This is an optimization exercise on Yosys and OpenROAD, whose aim is small area, not a production implementation.
Only simulation tests tie the RTL to the original design; equivalence was not proved.
No activity file was given, so power comes from the tool's default toggle rates.

== old ==
Design blinkled, start of the top module:
module blinkled
(
  input CLK,
  input RST,
  output [32-1:0] maxi_awaddr,
  output [8-1:0] maxi_awlen,
  output [3-1:0] maxi_awsize,
  output [2-1:0] maxi_awburst,
  output [1-1:0] maxi_awlock,
  output [4-1:0] maxi_awcache,
  output [3-1:0] maxi_awprot,
  output [4-1:0] maxi_awqos,
  output [2-1:0] maxi_awuser,
  output maxi_awvalid,
  input maxi_awready,
  output [32-1:0] maxi_wdata,
  output [4-1:0] maxi_wstrb,
  output maxi_wlast,
  output maxi_wvalid,
  input maxi_wready,
  input [2-1:0] maxi_bresp,
  input maxi_bvalid,
  output maxi_bready,
  output [32-1:0] maxi_araddr,
  output [8-1:0] maxi_arlen,
  output [3-1:0] maxi_arsize,
  output [2-1:0] maxi_arburst,
  output [1-1:0] maxi_arlock,
  output [4-1:0] maxi_arcache,
  output [3-1:0] maxi_arprot,
  output [4-1:0] maxi_arqos,
  output [2-1:0] maxi_aruser,
  output maxi_arvalid,
  input maxi_arready,
  input [32-1:0] maxi_rdata,
  input [2-1:0] maxi_rresp,
  input maxi_rlast,
  input maxi_rvalid,
  output maxi_rready,
  input [32-1:0] saxi_awaddr,
  input [4-1:0] saxi_awcache,
  input [3-1:0] saxi_awprot,
  input saxi_awvalid,
  output saxi_awready,
  input [32-1:0] saxi_wdata,
  input [4-1:0] saxi_wstrb,
  input saxi_wvalid,
  output saxi_wready,
  output [2-1:0] saxi_bresp,
  output saxi_bvalid,
  input saxi_bready,
  input [32-1:0] saxi_araddr,
  input [4-1:0] saxi_arcache,
  input [3-1:0] saxi_arprot,
  input saxi_arvalid,
  output saxi_arready,
  output [32-1:0] saxi_rdata,
  output [2-1:0] saxi_rresp,
  output saxi_rvalid,
  input saxi_rready
);
  assign maxi_awlen   = 8'd0;
  assign maxi_awsize  = 3'd2;
  assign maxi_awburst = 2'd1;
  assign maxi_awlock  = 1'd0;
  assign maxi_awcache = 4'd3;
  assign maxi_awprot  = 3'd0;
  assign maxi_awqos   = 4'd0;
  assign maxi_awuser  = 2'd0;
  assign maxi_wstrb   = 4'hf;
  assign maxi_wlast   = 1'b1;
  assign maxi_bready  = 1'b1;
  assign maxi_arlen   = 8'd0;
  assign maxi_arsize  = 3'd2;
  assign maxi_arburst = 2'd1;
  assign maxi_arlock  = 1'd0;
  assign maxi_arcache = 4'd3;
  assign maxi_arprot  = 3'd0;
  assign maxi_arqos   = 4'd0;
  assign maxi_aruser  = 2'd0;
  assign saxi_bresp   = 2'd0;
  assign saxi_rresp   = 2'd0;
  reg [31:0] r_n, r_a, r_b, r_c, r_s6, r_s7;
  reg        bvalid_r, rvalid_r, rbusy;
  ...
Size in the first run: about 0.019 sq mm of cells after synthesis.
export LEC_CHECK = 0
export CAP_MARGIN = 0
export CORE_MARGIN = 2
export CORE_UTILIZATION = 60
export SLEW_MARGIN = 0
create_clock -name core_clock -period 10.0 [get_ports {CLK}]
standard.sh (not shown) runs the stock make flow with config.mk's settings and CLKGATE_MAP_FILE= SYNTH_SCRIPT=/design/flow/synth_recipe.tcl, a recipe that flattens the netlist after the stock synthesis.
==> flow/flow/run.sh <==
#!/bin/bash
# ORFS layout through the standard.sh, with these changes:
#  - after the standard synthesis, flow/fa_polarity.py re-chooses the
#    polarity of each full-adder cell (a full adder on inverted inputs gives
#    inverted outputs) to remove inverters; registers are untouched;
#  - smaller port buffers, one tie cell per constant;
#  - a clock tree of clkbuf_4 without dummy loads.
# Each tool's output goes to a log of its own in this folder.
set -euo pipefail
ARGS=(
  'BUFFER_PORTS_ARGS=-buffer_cell sky130_fd_sc_hd__buf_1'
  'SKIP_REPAIR_TIE_FANOUT=1'
  'CTS_ARGS=-sink_clustering_enable -repair_clock_nets -dont_use_dummy_load -sink_clustering_size 10 -sink_clustering_max_diameter 40 -buf_list {sky130_fd_sc_hd__clkbuf_4}'
)
R=orfs/results/sky130hd/blinkled/base
bash standard.sh "${ARGS[@]}" synth > flow_synth.log 2>&1
cp "$R/1_2_yosys.v" flow_1_2_yosys_standard.v
python3 flow/fa_polarity.py flow_1_2_yosys_standard.v "$R/1_2_yosys.v" > flow_fa_polarity.log 2>&1
rm -f "$R/1_synth.odb" "$R/1_synth.sdc"
bash standard.sh "${ARGS[@]}" finish > flow_make.log 2>&1
Other scripts of this flow, unchanged in this note and not shown: flow/flow/fa_polarity.py
## Diff of input files: new against old
--- a/flow/design.v
+++ b/flow/design.v
@@ -130,26 +130,26 @@
         default: ;
       endcase
     end
   end
   wire [4:0] n5  = r_n[4:0];
   wire [3:0] nm1 = n5 - 5'd1;
-  function [13:0] addr_add;
-    input [13:0] base;
+  function [29:0] addr_add;
+    input [29:0] base;
     input [7:0]  off;
     reg c;
     reg p;
     integer i;
     begin
       c = 1'b0;
       for (i = 0; i < 8; i = i + 1) begin
         addr_add[i] = base[i] ^ off[i] ^ c;
         c = (base[i] & off[i]) | (c & (base[i] ^ off[i]));
       end
       p = 1'b1;
-      for (i = 8; i < 14; i = i + 1) begin
+      for (i = 8; i < 30; i = i + 1) begin
         addr_add[i] = base[i] ^ (c & p);
         p = p & base[i];
       end
     end
   endfunction
   reg       ar_run, ar_sel;
@@ -160,16 +160,16 @@
   wire ak_last = (ak == nm1);
   wire aj_last = (aj == nm1);
   wire ai_last = (ai == nm1);
   wire elem_end = ar_sel & ak_last;
   wire [7:0]  rowoff = arow + {4'd0, aw_v ? aj : ak};
   wire [7:0]  off    = (ar_sel & ~aw_v) ? boff : rowoff;
-  wire [13:0] base   = aw_v ? r_c[15:2] : ar_sel ? r_b[15:2] : r_a[15:2];
-  wire [13:0] addr   = addr_add(base, off);
-  assign maxi_araddr  = {r_a[31:16], addr, 2'b00};
-  assign maxi_awaddr  = {r_c[31:16], addr, 2'b00};
+  wire [29:0] base   = aw_v ? r_c[31:2] : ar_sel ? r_b[31:2] : r_a[31:2];
+  wire [29:0] addr   = addr_add(base, off);
+  assign maxi_araddr  = {addr, 2'b00};
+  assign maxi_awaddr  = {addr, 2'b00};
   assign maxi_arvalid = ar_run & ~aw_v & ~(elem_end & (wcnt == 2'd3));
   assign maxi_awvalid = aw_v;
   assign busy = ar_run | (wcnt != 2'd0);
   wire ar_hs = maxi_arvalid & maxi_arready;
   wire job_end = elem_end & aj_last & ai_last;
   always @(posedge CLK) begin
Notes after the runs:
Every stage of the flow completed for new, and the final layout passed the timing, design-rule and antenna checks. Looking at the reports, old completed the entire flow and the layout it produced met the timing, design-rule and antenna checks. Compared with old, switching power total in new increased slightly. new gives more average via count per standard cell than old did. Against old, wire length of the first global-routing pass in new came out worse. The fraction of standard cell area that is sequential number comes out higher for old vs new. In new the fraction of area in multi-input gates turned out 1.5 points higher than in old. Measured against each other, new and old differ in clock-buffer cell count, the lower figure coming from old. The run showing the smaller design area is old. Compared with old, new shows a higher time the final worst path needs with I/O delays and setup. When new is set beside old, its sum of net half-perimeters after detailed placement turns out to be about 4% larger. Total core area: higher on new. Where die area is concerned, old is better than new. Global-route usage over all layers ended up 1.3 points higher on new than on old. | layout buffer count excluding clock buffers | higher: new |. Run comparison: new destination of the critical timing path maxi_awaddr[24]; old destination of the critical timing path maxi_araddr[15].


garnet:
Another version of the RTL of blinkled (not shown whole).
Size: roughly 1,900 cells after synthesis, ~360 I/O pins.
// blinkled
module blinkled
(
  input CLK,
  input RST,
  output [32-1:0] maxi_awaddr,
  output [8-1:0] maxi_awlen,
  output [3-1:0] maxi_awsize,
  output [2-1:0] maxi_awburst,
  output [1-1:0] maxi_awlock,
  output [4-1:0] maxi_awcache,
  output [3-1:0] maxi_awprot,
  output [4-1:0] maxi_awqos,
  output [2-1:0] maxi_awuser,
  output maxi_awvalid,
  input maxi_awready,
  output [32-1:0] maxi_wdata,
  output [4-1:0] maxi_wstrb,
  output maxi_wlast,
  output maxi_wvalid,
  input maxi_wready,
  input [2-1:0] maxi_bresp,
  input maxi_bvalid,
  output maxi_bready,
  output [32-1:0] maxi_araddr,
  output [8-1:0] maxi_arlen,
  output [3-1:0] maxi_arsize,
  output [2-1:0] maxi_arburst,
  output [1-1:0] maxi_arlock,
  output [4-1:0] maxi_arcache,
  output [3-1:0] maxi_arprot,
  output [4-1:0] maxi_arqos,
  output [2-1:0] maxi_aruser,
  output maxi_arvalid,
  input maxi_arready,
  input [32-1:0] maxi_rdata,
  input [2-1:0] maxi_rresp,
  input maxi_rlast,
  input maxi_rvalid,
  output maxi_rready,
  input [32-1:0] saxi_awaddr,
  input [4-1:0] saxi_awcache,
  input [3-1:0] saxi_awprot,
  input saxi_awvalid,
  output saxi_awready,
  input [32-1:0] saxi_wdata,
  input [4-1:0] saxi_wstrb,
  input saxi_wvalid,
  output saxi_wready,
  output [2-1:0] saxi_bresp,
  output saxi_bvalid,
  input saxi_bready,
  input [32-1:0] saxi_araddr,
  input [4-1:0] saxi_arcache,
  input [3-1:0] saxi_arprot,
  input saxi_arvalid,
  output saxi_arready,
  output [32-1:0] saxi_rdata,
  output [2-1:0] saxi_rresp,
  output saxi_rvalid,
  input saxi_rready
);
clock: 10.0 ns
lec_check: 0
cap_margin: 20
core_margin: 2
core_utilization: 40
slew_margin: 20
==> flow/flow/run.sh <==
#!/bin/bash
# Standard ORFS layout, with smaller port buffers, one tie cell per constant,
# and a clock tree of small buffers without dummy loads. Each tool's output
# goes to a log of its own.
set -euo pipefail
bash standard.sh \
  'BUFFER_PORTS_ARGS=-buffer_cell sky130_fd_sc_hd__buf_1' \
  'SKIP_REPAIR_TIE_FANOUT=1' \
  'CTS_ARGS=-sink_clustering_enable -repair_clock_nets -dont_use_dummy_load -sink_clustering_size 20 -sink_clustering_max_diameter 60 -buf_list {sky130_fd_sc_hd__clkbuf_8}' \
  finish > flow_make.log 2>&1
The following lists how tundra was set up differently from garnet:
-- flow/design.v --
<<< garnet, line 134
  wire [4:0] n5  = r_n[4:0];
  wire [3:0] nm1 = n5 - 5'd1;
  function [29:0] addr_add;
    input [29:0] base;
    input [7:0]  off;
    reg c;
>>> tundra, line 134
  wire [4:0] n5  = r_n[4:0];
  wire [3:0] nm1 = n5 - 5'd1;
  function [13:0] addr_add;
    input [13:0] base;
    input [7:0]  off;
    reg c;
<<< garnet, line 147
      end
      p = 1'b1;
      for (i = 8; i < 30; i = i + 1) begin
        addr_add[i] = base[i] ^ (c & p);
        p = p & base[i];
>>> tundra, line 147
      end
      p = 1'b1;
      for (i = 8; i < 14; i = i + 1) begin
        addr_add[i] = base[i] ^ (c & p);
        p = p & base[i];
<<< garnet, line 164
  wire [7:0]  aoff  = arow + {4'd0, ak};
  wire [7:0]  roff  = ar_sel ? boff : aoff;
  wire [29:0] rbase = ar_sel ? r_b[31:2] : r_a[31:2];
  assign maxi_araddr  = {addr_add(rbase, roff), 2'b00};
  assign maxi_arvalid = ar_run & ~(elem_end & (aw_v | (wcnt == 2'd3)));
  assign maxi_awvalid = aw_v;
  assign maxi_awaddr  = {addr_add(r_c[31:2], arow + {4'd0, aj}), 2'b00};
  assign busy = ar_run | (wcnt != 2'd0);
  wire ar_hs = maxi_arvalid & maxi_arready;
>>> tundra, line 164
  wire [7:0]  aoff  = arow + {4'd0, ak};
  wire [7:0]  roff  = ar_sel ? boff : aoff;
  wire [13:0] rbase = ar_sel ? r_b[15:2] : r_a[15:2];
  assign maxi_araddr  = {r_a[31:16], addr_add(rbase, roff), 2'b00};
  assign maxi_arvalid = ar_run & ~(elem_end & (aw_v | (wcnt == 2'd3)));
  assign maxi_awvalid = aw_v;
  assign maxi_awaddr  = {r_c[31:16], addr_add(r_c[15:2], arow + {4'd0, aj}), 2'b00};
  assign busy = ar_run | (wcnt != 2'd0);
  wire ar_hs = maxi_arvalid & maxi_arready;
## What came out
garnet went all the way through the flow, and no timing, DRC or antenna check failed. tundra was carried through to the last stage, and its layout satisfied the timing, design-rule and antenna checks. Between garnet and tundra, the flow reports number of nets in the layout decreasing by a few percent. tundra — post-route fraction of the period consumed by the critical path 2.3 points higher, garnet as reference. The global-route wire length before repair number comes out higher for garnet vs tundra. Re multiplexer share of the synthesized area: tundra is 0.57 points down on garnet. The number of buffers created by CTS in tundra sits 3 above the value recorded for garnet. Number of non-filler instances in the completed layout: lower on tundra. In the reports for garnet and tundra, the larger global-route usage belongs to garnet. Setup slack in tundra is smaller than in garnet. Sort garnet and tundra by worst slack after detailed placement asc -> top: tundra. Between garnet and tundra, the flow reports final wirelength decreasing by a little under 10%.

separate check: timing with driven ports:
Ports are ideal in the flow. The routed layouts listed here were re-timed in OpenROAD.
Step 1 sets driving cells, clkbuf_16 on the clock port and buf_2 on the other inputs (assumed; they add their load-dependent delay and slew).
Step 2, shift: input delay + t, output delay - t, t = (earliest + latest rising clock arrival at the registers) / 2. This alone moves slack from input paths to output paths.
Slacks: ideal / step 1 / step 2; pairs: ideal / step 1.
| run | shift t [ns] | setup WS [ns] | cell pins on the clock port's net |
|---|---|---|---|
| old | 0.796 | 1.148 / 1.096 / 0.553 | 1 |
| new | 0.814 | 0.415 / 0.364 / 0.443 | 1 |
| garnet | 0.696 | 0.946 / 0.917 / 0.221 | 1 |
| tundra | 0.641 | 0.712 / 0.743 / 0.102 | 1 |
After both steps setup and hold are still met in every run listed. For garnet, which loses most, drivers alone change the setup slack by -0.029 ns; drivers and shift together by -0.725 ns.
